This design comes from an exercise in tuning for small area, a short achievable clock period and few clock cycles on the open sky130 flow, not from production work. RTL that was checked went through simulation tests only; none was proved equivalent to the original. Power and IR drop assume default switching activity.

==> run H <==
## signed_right_shift_mplier
module signed_right_shift_mplier #(
    parameter N = 32
)(
    input                 clk,
    input                 rst_n,       
    input    [N-1:0]      mcand,
    input    [N-1:0]      mplier,
    output   [2*N-1:0]    product,
    output                done
);
    reg  [31:0] mc;           
    reg  [31:0] pl;           
    reg  [3:0]  e_one, e_two, e_neg;   
    reg  [32:0] S, C;         
    reg  [7:0]  sl, cl;       
    reg         cin;          
    reg  [31:0] ph;           
    reg         first;        
    reg  [2:0]  cnt;
    function [11:0] benc(input [8:0] b);
        integer k;
        reg x2, x1, x0;
        begin
            for (k = 0; k < 4; k = k + 1) begin
                x2 = b[2*k+2]; x1 = b[2*k+1]; x0 = b[2*k];
                benc[k]     = x1 ^ x0;                               
                benc[4+k]   = (x2 & ~x1 & ~x0) | (~x2 & x1 & x0);    
                benc[8+k]   = x2;                                    
            end
        end
    endfunction
    wire [11:0] enc_start = benc({mplier[7:0], 1'b0});
    wire [11:0] enc_next  = benc(pl[15:7]);
    wire [32:0] mx  = {mc[31], mc};
    wire [32:0] mx2 = {mc, 1'b0};
    wire [32:0] pp0, pp1, pp2, pp3;
    wire [32:0] sel0 = ({33{e_one[0]}} & mx) | ({33{e_two[0]}} & mx2);
    wire [32:0] sel1 = ({33{e_one[1]}} & mx) | ({33{e_two[1]}} & mx2);
    wire [32:0] sel2 = ({33{e_one[2]}} & mx) | ({33{e_two[2]}} & mx2);
    wire [32:0] sel3 = ({33{e_one[3]}} & mx) | ({33{e_two[3]}} & mx2);
    assign pp0 = (sel0 ^ {33{e_neg[0]}}) ^ {1'b1, 32'b0};
    assign pp1 = (sel1 ^ {33{e_neg[1]}}) ^ {1'b1, 32'b0};
    assign pp2 = (sel2 ^ {33{e_neg[2]}}) ^ {1'b1, 32'b0};
    assign pp3 = (sel3 ^ {33{e_neg[3]}}) ^ {1'b1, 32'b0};
    wire [32:0] negs;
    genvar g;
    generate
        for (g = 0; g < 33; g = g + 1) begin : g_negs
            if (g % 2 == 0 && g < 31) begin : g_e
                assign negs[g] = pl[g+1];
            end else begin : g_o
                assign negs[g] = 1'b0;
            end
        end
    endgenerate
    wire [32:0] hs = first ? negs : S;
  ...
export LEC_CHECK = 0
export CAP_MARGIN = 20
export CORE_MARGIN = 2
export CORE_UTILIZATION = 40
export SLEW_MARGIN = 20
create_clock -name core_clock -period 5.0 [get_ports {clk}]
run.sh (not shown) runs the stock make flow with config.mk's settings and CLKGATE_MAP_FILE= SYNTH_SCRIPT=/design/flow/synth_recipe.tcl, a recipe that flattens the netlist after the stock synthesis.
==> run E: changes against run H <==
ABC_CLOCK_PERIOD_IN_PS = 2000   (was unset)
SETUP_SLACK_MARGIN = 2.8   (was unset)
==> comparison table <==
|  | run E | run H |
|---|---|---|
| Placed wire-length estimate | 25300 um | 26500 um |
| Worst flop-to-flop path endpoint | ph[30] | S[1] |
| Via count of the first global-routing pass | 10.2k | 9283 |
| Worst setup path end | ph[30] | S[1] |
| Amount of wire on met3 after detailed routing | 2830 um | 1710 um |
| Number of optimization iterations in the first detailed-route pass | 6 | 7 |
| Data required time at the worst endpoint | 5380 ps | 5320 ps |
| Part of the power in combinational logic | 67.1% | 63.1% |
| Cell occurring most often along the worst timing path | fa_2 | fa_1 |
| Share of total power consumed by net switching | 44.7% | 46.7% |
| Leakage component of the power | 7.43 nW | 6.30 nW |
| Post-layout total power | 0.0133 W | 0.0118 W |
| Nets@finish | 1697 | 1541 |
| Number of fill cells in the layout | 2668 | 3026 |
| Worst setup slack before clock tree synthesis | 1720 ps | 1800 ps |
| Register-to-Register Setup Slack | 2250 ps | 1750 ps |
| Critical path depth in cells | 11 | 7 |
| Clock latency on the worst-skew pair | 450 ps | 460 ps |
| Worst clock skew | 10.0 ps | 16.9 ps |
| Result of the run | timing/DRC/antenna clean | timing/DRC/antenna clean |
| Least-Margin Pin Slew | 619 ps | 1120 ps |
| Cell area after placement | 14400 sq um | 14300 sq um |
| Met3 GRT Util | 4.85% | 3.59% |
| # clk buffers | 19 | 17 |
| Overall via count from detail_route | 10.0k | 9072 |
| Register cell area after layout | 4140 sq um | 4070 sq um |
No functional check of the RTL was part of any run of this note.

==> inputs of run a <==
signed_right_shift_mplier, a different RTL version from the one above (not shown whole).
export LEC_CHECK = 0
export CAP_MARGIN = 20
export CORE_MARGIN = 2
export CORE_UTILIZATION = 40
export SETUP_SLACK_MARGIN = 3.0
export SLEW_MARGIN = 20
export SYNTH_HIERARCHICAL = 1
create_clock -name core_clock -period 5.0 [get_ports {clk}]
standard.sh (not shown) runs the stock make flow with config.mk's settings and CLKGATE_MAP_FILE= SYNTH_SCRIPT=/design/flow/synth_recipe.tcl, a recipe that flattens the netlist after the stock synthesis.
==> flow/flow/run.sh <==
#!/bin/bash
# Standard ORFS layout with two cell choices changed: small buffers on the
# ports instead of the delay cells buffer_ports picks by default, and no
# full/half-adder cells (ADDER_MAP_FILE empty), so abc maps the carry-save
# tree to XOR gates.  ORFS logs each tool under orfs/logs; make's own output
# goes to flow_make.log.
set -euo pipefail
export BUFFER_PORTS_ARGS="-buffer_cell sky130_fd_sc_hd__buf_1"
export ADDER_MAP_FILE=
bash standard.sh > flow_make.log 2>&1
==> run b: changes against run a <==
--- a/flow/design.v
+++ b/flow/design.v
@@ -13,12 +13,15 @@
     reg  [3:0]  e_one, e_two, e_neg;   
     reg  [32:0] S, C;         
     reg  [7:0]  sl, cl;       
     reg         cin;          
     reg  [31:0] ph;           
+    reg  [3:0]  e_onen, e_twon, e_negn;   
     reg         first;        
+    reg         firstn;       
     reg  [2:0]  cnt;
+    reg         done_r;
     function [11:0] benc(input [8:0] b);
         integer k;
         reg x2, x1, x0;
         begin
             for (k = 0; k < 4; k = k + 1) begin
@@ -31,19 +34,24 @@
     endfunction
     wire [11:0] enc_start = benc({mplier[7:0], 1'b0});
     wire [11:0] enc_next  = benc(pl[15:7]);
     wire [32:0] mx  = {mc[31], mc};
     wire [32:0] mx2 = {mc, 1'b0};
+    wire [3:0]  one_h = ~e_onen, two_h = ~e_twon, neg_h = ~e_negn;
     wire [32:0] pp0, pp1, pp2, pp3;
-    wire [32:0] sel0 = ({33{e_one[0]}} & mx) | ({33{e_two[0]}} & mx2);
-    wire [32:0] sel1 = ({33{e_one[1]}} & mx) | ({33{e_two[1]}} & mx2);
-    wire [32:0] sel2 = ({33{e_one[2]}} & mx) | ({33{e_two[2]}} & mx2);
-    wire [32:0] sel3 = ({33{e_one[3]}} & mx) | ({33{e_two[3]}} & mx2);
-    assign pp0 = (sel0 ^ {33{e_neg[0]}}) ^ {1'b1, 32'b0};
-    assign pp1 = (sel1 ^ {33{e_neg[1]}}) ^ {1'b1, 32'b0};
-    assign pp2 = (sel2 ^ {33{e_neg[2]}}) ^ {1'b1, 32'b0};
-    assign pp3 = (sel3 ^ {33{e_neg[3]}}) ^ {1'b1, 32'b0};
+    wire [32:0] sel0 = {({16{one_h[0]}} & mx[32:17]) | ({16{two_h[0]}} & mx2[32:17]),
+                        ({17{e_one[0]}} & mx[16:0]) | ({17{e_two[0]}} & mx2[16:0])};
+    wire [32:0] sel1 = {({16{one_h[1]}} & mx[32:17]) | ({16{two_h[1]}} & mx2[32:17]),
+                        ({17{e_one[1]}} & mx[16:0]) | ({17{e_two[1]}} & mx2[16:0])};
+    wire [32:0] sel2 = {({16{one_h[2]}} & mx[32:17]) | ({16{two_h[2]}} & mx2[32:17]),
+                        ({17{e_one[2]}} & mx[16:0]) | ({17{e_two[2]}} & mx2[16:0])};
+    wire [32:0] sel3 = {({16{one_h[3]}} & mx[32:17]) | ({16{two_h[3]}} & mx2[32:17]),
+                        ({17{e_one[3]}} & mx[16:0]) | ({17{e_two[3]}} & mx2[16:0])};
+    assign pp0 = (sel0 ^ {{16{neg_h[0]}}, {17{e_neg[0]}}}) ^ {1'b1, 32'b0};
+    assign pp1 = (sel1 ^ {{16{neg_h[1]}}, {17{e_neg[1]}}}) ^ {1'b1, 32'b0};
+    assign pp2 = (sel2 ^ {{16{neg_h[2]}}, {17{e_neg[2]}}}) ^ {1'b1, 32'b0};
+    assign pp3 = (sel3 ^ {{16{neg_h[3]}}, {17{e_neg[3]}}}) ^ {1'b1, 32'b0};
     wire [32:0] negs;
     genvar g;
     generate
         for (g = 0; g < 33; g = g + 1) begin : g_negs
             if (g % 2 == 0 && g < 31) begin : g_e
@@ -51,12 +59,13 @@
             end else begin : g_o
                 assign negs[g] = 1'b0;
             end
         end
     endgenerate
-    wire [32:0] hs = first ? negs : S;
-    wire [32:0] hc = first ? {1'b1, 32'b0} : C;
+    wire        first_h = ~firstn;
+    wire [32:0] hs = {first_h ? negs[32:17] : S[32:17], first ? negs[16:0] : S[16:0]};
+    wire [32:0] hc = {first_h ? {1'b1, 15'b0} : C[32:17], first ? 17'b0 : C[16:0]};
     wire hs0_ = hs[4] ^ hc[4];
     wire hc0_ = hs[4] & hc[4];
     wire fs0, fc0;
     csa_fa u_fa0 (.a(hs[5]), .b(hc[5]), .c(pp0[5]), .s(fs0), .co(fc0));
     wire fs1, fc1;
@@ -560,34 +569,43 @@
     assign fsum[37] = pg_p[37] ^ sk_g5_36;
     assign fsum[38] = pg_p[38] ^ sk_g5_37;
     assign fsum[39] = pg_p[39] ^ sk_g5_38;
     wire cout = sk_g2_7;
     always @(posedge clk) begin
-        first <= ~rst_n;
+        first  <= ~rst_n;
+        firstn <= rst_n;
         if (!rst_n) begin
             mc    <= mcand;
             pl    <= mplier;
             e_one <= enc_start[3:0];
             e_two <= enc_start[7:4];
             e_neg <= enc_start[11:8];
+            e_onen <= ~enc_start[3:0];
+            e_twon <= ~enc_start[7:4];
+            e_negn <= ~enc_start[11:8];
             cnt   <= 3'd0;
+            done_r <= 1'b0;
         end else begin
             pl    <= {fsum[7:0], pl[31:8]};
             e_one <= enc_next[3:0];
             e_two <= enc_next[7:4];
             e_neg <= enc_next[11:8];
+            e_onen <= ~enc_next[3:0];
+            e_twon <= ~enc_next[7:4];
+            e_negn <= ~enc_next[11:8];
             cnt   <= cnt + 3'd1;
+            done_r <= (cnt == 3'd4);
         end
         S   <= cs_s[40:8];
         C   <= cs_c[40:8];
         sl  <= cs_s[7:0];
         cl  <= cs_c[7:0];
         cin <= first ? 1'b0 : cout;
         ph  <= fsum[39:8];
     end
     assign product = {ph, pl};
-    assign done    = (cnt == 3'd5);
+    assign done    = done_r;
 endmodule
 module pfx_black (
     input  gh,
     input  ph,
     input  gl,
@@ -611,8 +629,17 @@
     input  b,
     input  c,
     output s,
     output co
 );
-    assign s  = a ^ b ^ c;
+    wire t;
+    csa_xor u_x (.a(a), .b(b), .y(t));
+    assign s  = t ^ c;
     assign co = (a & b) | (a & c) | (b & c);
 endmodule
+module csa_xor (
+    input  a,
+    input  b,
+    output y
+);
+    assign y = a ^ b;
+endmodule
==> flow/flow/run.sh (replaced) <==
#!/bin/bash
# Standard ORFS layout, but with small buffers on the ports instead of the
# delay cells buffer_ports picks by default.  Each tool's output is logged
# by ORFS under orfs/logs; make's own output goes to flow_make.log.
set -euo pipefail
export BUFFER_PORTS_ARGS="-buffer_cell sky130_fd_sc_hd__buf_1"
bash standard.sh > flow_make.log 2>&1
Settings changed: CORE_UTILIZATION 40 to 60, GPL_TIMING_DRIVEN from default to 1, PLACE_DENSITY from default to 0.7, SETUP_SLACK_MARGIN 3.0 to 2.8.
==> results_tabular.tex <==
\begin{tabular}{lr}
\hline
Metric & Value \\
\hline
\multicolumn{2}{l}{\textbf{CTS}} \\
Number of clock sinks seen by CTS & between 150 and 200 \\
Number of gates given a new drive strength after cts & 250 \\
Post-CTS setup buffers & $\sim$150 \\
\multicolumn{2}{l}{\textbf{Die}} \\
Core footprint & approximately 0.034 mm² \\
\multicolumn{2}{l}{\textbf{Synthesis}} \\
Top cell type's share of synthesized area & between 20\% and 30\% \\
Post-synthesis instance area & 0.0139 mm² \\
\multicolumn{2}{l}{\textbf{Critical path}} \\
R2r startpoint & mc[27]\$\_DFFE\_PN\_ \\
\multicolumn{2}{l}{\textbf{Min path}} \\
Origin of the worst min-delay path & pl[30]\$\_DFF\_P\_ \\
\multicolumn{2}{l}{\textbf{STA}} \\
Final worst setup slack & 2.72 ns \\
Transition time at the pin with the least slew margin & just under 0.6 ns \\
Fin Clk Skew & between 0.015 and 0.02 ns \\
\multicolumn{2}{l}{\textbf{Run status}} \\
Run status & finished clean \\
\multicolumn{2}{l}{\textbf{Final layout}} \\
Invs w/o clock & 5 \\
Non-clk bufs & about 330 \\
Count of filler cells inserted in the layout & roughly 2900 \\
\multicolumn{2}{l}{\textbf{Power and ir drop}} \\
Clock-net power & approximately 1400 µW \\
\multicolumn{2}{l}{\textbf{Global routing}} \\
Global router's overall resource usage & 22.7\% \\
\hline
\end{tabular}
# the run above: run a

==> results_tabular.tex <==
\begin{tabular}{lr}
\hline
Metric & Value \\
\hline
\multicolumn{2}{l}{\textbf{Run status}} \\
Run status & finished clean \\
\multicolumn{2}{l}{\textbf{STA}} \\
Final worst setup slack & roughly 2.8 ns \\
Transition time at the pin with the least slew margin & approximately 0.86 ns \\
\multicolumn{2}{l}{\textbf{Final layout}} \\
Count of filler cells inserted in the layout & between 1500 and 2000 \\
Non-clk bufs & $\sim$160 \\
Invs w/o clock & 27 \\
\multicolumn{2}{l}{\textbf{Global routing}} \\
Global router's overall resource usage & a little over a quarter \\
\multicolumn{2}{l}{\textbf{CTS}} \\
Number of clock sinks seen by CTS & 200 \\
Post-CTS setup buffers & 16 \\
Number of gates given a new drive strength after cts & 53 \\
\multicolumn{2}{l}{\textbf{Synthesis}} \\
Post-synthesis instance area & between 0.01 and 0.015 mm² \\
Top cell type's share of synthesized area & roughly 25\% \\
\multicolumn{2}{l}{\textbf{Critical path}} \\
R2r startpoint & mc[9]\$\_DFFE\_PN\_ \\
\multicolumn{2}{l}{\textbf{Die}} \\
Core footprint & 0.0224 mm² \\
\multicolumn{2}{l}{\textbf{Min path}} \\
Origin of the worst min-delay path & cnt[0]\$\_SDFF\_PN0\_ \\
\hline
\end{tabular}
# the run above: run b

Testbench counts of run a, summed over its fixed seeds: cycles 48,000.
Testbench counts of run b, summed over its fixed seeds: cycles 48,000.

==> yarrow <==
Another version of the RTL of signed_right_shift_mplier (not shown whole).
// signed_right_shift_mplier
module signed_right_shift_mplier #(
    parameter N = 32
)(
    input                 clk,
    input                 rst_n,       
    input    [N-1:0]      mcand,
    input    [N-1:0]      mplier,
    output   [2*N-1:0]    product,
    output                done
);
    reg  [31:0] mc;           
    reg  [31:0] pl;           
    reg  [3:0]  e_one, e_two, e_neg;   
    reg  [32:0] S, C;         
    reg  [7:0]  sl, cl;       
    reg         cin;          
    reg  [31:0] ph;           
    reg         first;        
    reg  [2:0]  cnt;
    function [11:0] benc(input [8:0] b);
        integer k;
        reg x2, x1, x0;
        begin
            for (k = 0; k < 4; k = k + 1) begin
                x2 = b[2*k+2]; x1 = b[2*k+1]; x0 = b[2*k];
                benc[k]     = x1 ^ x0;                               
                benc[4+k]   = (x2 & ~x1 & ~x0) | (~x2 & x1 & x0);    
                benc[8+k]   = x2;                                    
            end
        end
    endfunction
    wire [11:0] enc_start = benc({mplier[7:0], 1'b0});
    wire [11:0] enc_next  = benc(pl[15:7]);
    wire [32:0] mx  = {mc[31], mc};
    wire [32:0] mx2 = {mc, 1'b0};
    wire [32:0] pp0, pp1, pp2, pp3;
    wire [32:0] sel0 = ({33{e_one[0]}} & mx) | ({33{e_two[0]}} & mx2);
    wire [32:0] sel1 = ({33{e_one[1]}} & mx) | ({33{e_two[1]}} & mx2);
    wire [32:0] sel2 = ({33{e_one[2]}} & mx) | ({33{e_two[2]}} & mx2);
    wire [32:0] sel3 = ({33{e_one[3]}} & mx) | ({33{e_two[3]}} & mx2);
    assign pp0 = (sel0 ^ {33{e_neg[0]}}) ^ {1'b1, 32'b0};
    assign pp1 = (sel1 ^ {33{e_neg[1]}}) ^ {1'b1, 32'b0};
    assign pp2 = (sel2 ^ {33{e_neg[2]}}) ^ {1'b1, 32'b0};
    assign pp3 = (sel3 ^ {33{e_neg[3]}}) ^ {1'b1, 32'b0};
    wire [32:0] negs;
    genvar g;
    generate
  ...
export LEC_CHECK = 0
export CAP_MARGIN = 20
export CORE_MARGIN = 2
export CORE_UTILIZATION = 40
export SLEW_MARGIN = 20
export SYNTH_HIERARCHICAL = 1
create_clock -name core_clock -period 5.0 [get_ports {clk}]
run.sh (not shown) runs the stock make flow with config.mk's settings and CLKGATE_MAP_FILE= SYNTH_SCRIPT=/design/flow/synth_recipe.tcl, a recipe that flattens the netlist after the stock synthesis.
Stock flow here: none of the scripts above is used.
==> xenon (differences from yarrow) <==
- SETUP_SLACK_MARGIN: default -> 2.5
==> flow_summary_export.csv <==
group,metric,value,unit
cells_and_area,drive_gt1_frac,0.2985,
run_status,outcome,"timing/DRC/antenna clean",
worst_setup_path,crit_fanout,3,
cells_and_area,fin_util,0.5423,
placed_design,gp_congestion,0.8425,
sta,min_period_over_period,0.5198,
detailed_routing,dr_wl_met3,2.773,mm
placed_design,placed_cells,1580,
power,p_seq,2810,uW
cts,postCtsSetupRepairBufs,67,
cells_and_area,n_fill_cell,2605,
sta,skew,0.01114,ns
placed_design,dp_worst_setup_slack,1.821,ns
power,p_leak,0.006424,uW
global_routing,use_met2,0.3252,
cells_and_area,nets,1552,
That was xenon.
==> flow_summary_export.csv <==
group,metric,value,unit
placed_design,gp_congestion,0.8314,
cells_and_area,nets,1437,
sta,min_period_over_period,0.6027,
power,p_leak,0.005551,uW
cts,postCtsSetupRepairBufs,0,
worst_setup_path,crit_fanout,4,
cells_and_area,drive_gt1_frac,0.09465,
run_status,outcome,"timing/DRC/antenna clean",
That was yarrow.
No run of this note included a check of the RTL's function; only the layout flow was run.

==> static timing again, ports no longer ideal <==
In the flow no input, the clock included, has a driving cell. The finished layouts below were timed again as built, in two steps.
Step 1, drivers: a clkbuf_16 drives clk and a buf_2 each remaining input, both assumed.
Step 2 times the ports against the registers' clock, not the clock port: input delays grow and output delays shrink by t, the midpoint of the rising clock arrivals with the driver on.
Slacks: no drivers / after step 1 / after step 2; pairs: no drivers / after step 1.
| run | shift t [ns] | setup slack, ns | hold slack, ns | worst data-port slew with drivers (ns) |
|---|---|---|---|---|
| run H | 0.502 | 1.746 / 1.698 / 1.746 | 0.441 / 0.441 / 0.441 | 0.06 |
| run E | 0.489 | 2.248 / 2.248 / 2.248 | 0.448 / 0.448 / 0.448 | 0.06 |
| run a | 0.511 | 2.719 / 2.719 / 2.639 | 0.498 / 0.498 / 0.498 | 0.04 |
| run b | 0.484 | 2.823 / 2.787 / 2.514 | 0.446 / 0.446 / 0.446 | 0.05 |
| yarrow | 0.491 | 1.987 / 1.987 / 1.987 | 0.460 / 0.460 / 0.460 | 0.05 |
| xenon | 0.495 | 2.401 / 2.401 / 2.334 | 0.431 / 0.431 / 0.431 | 0.05 |
After both steps every run listed still meets setup and hold. The setup slack of run b, which loses most, moves by -0.036 ns with the drivers and by -0.309 ns with both steps.
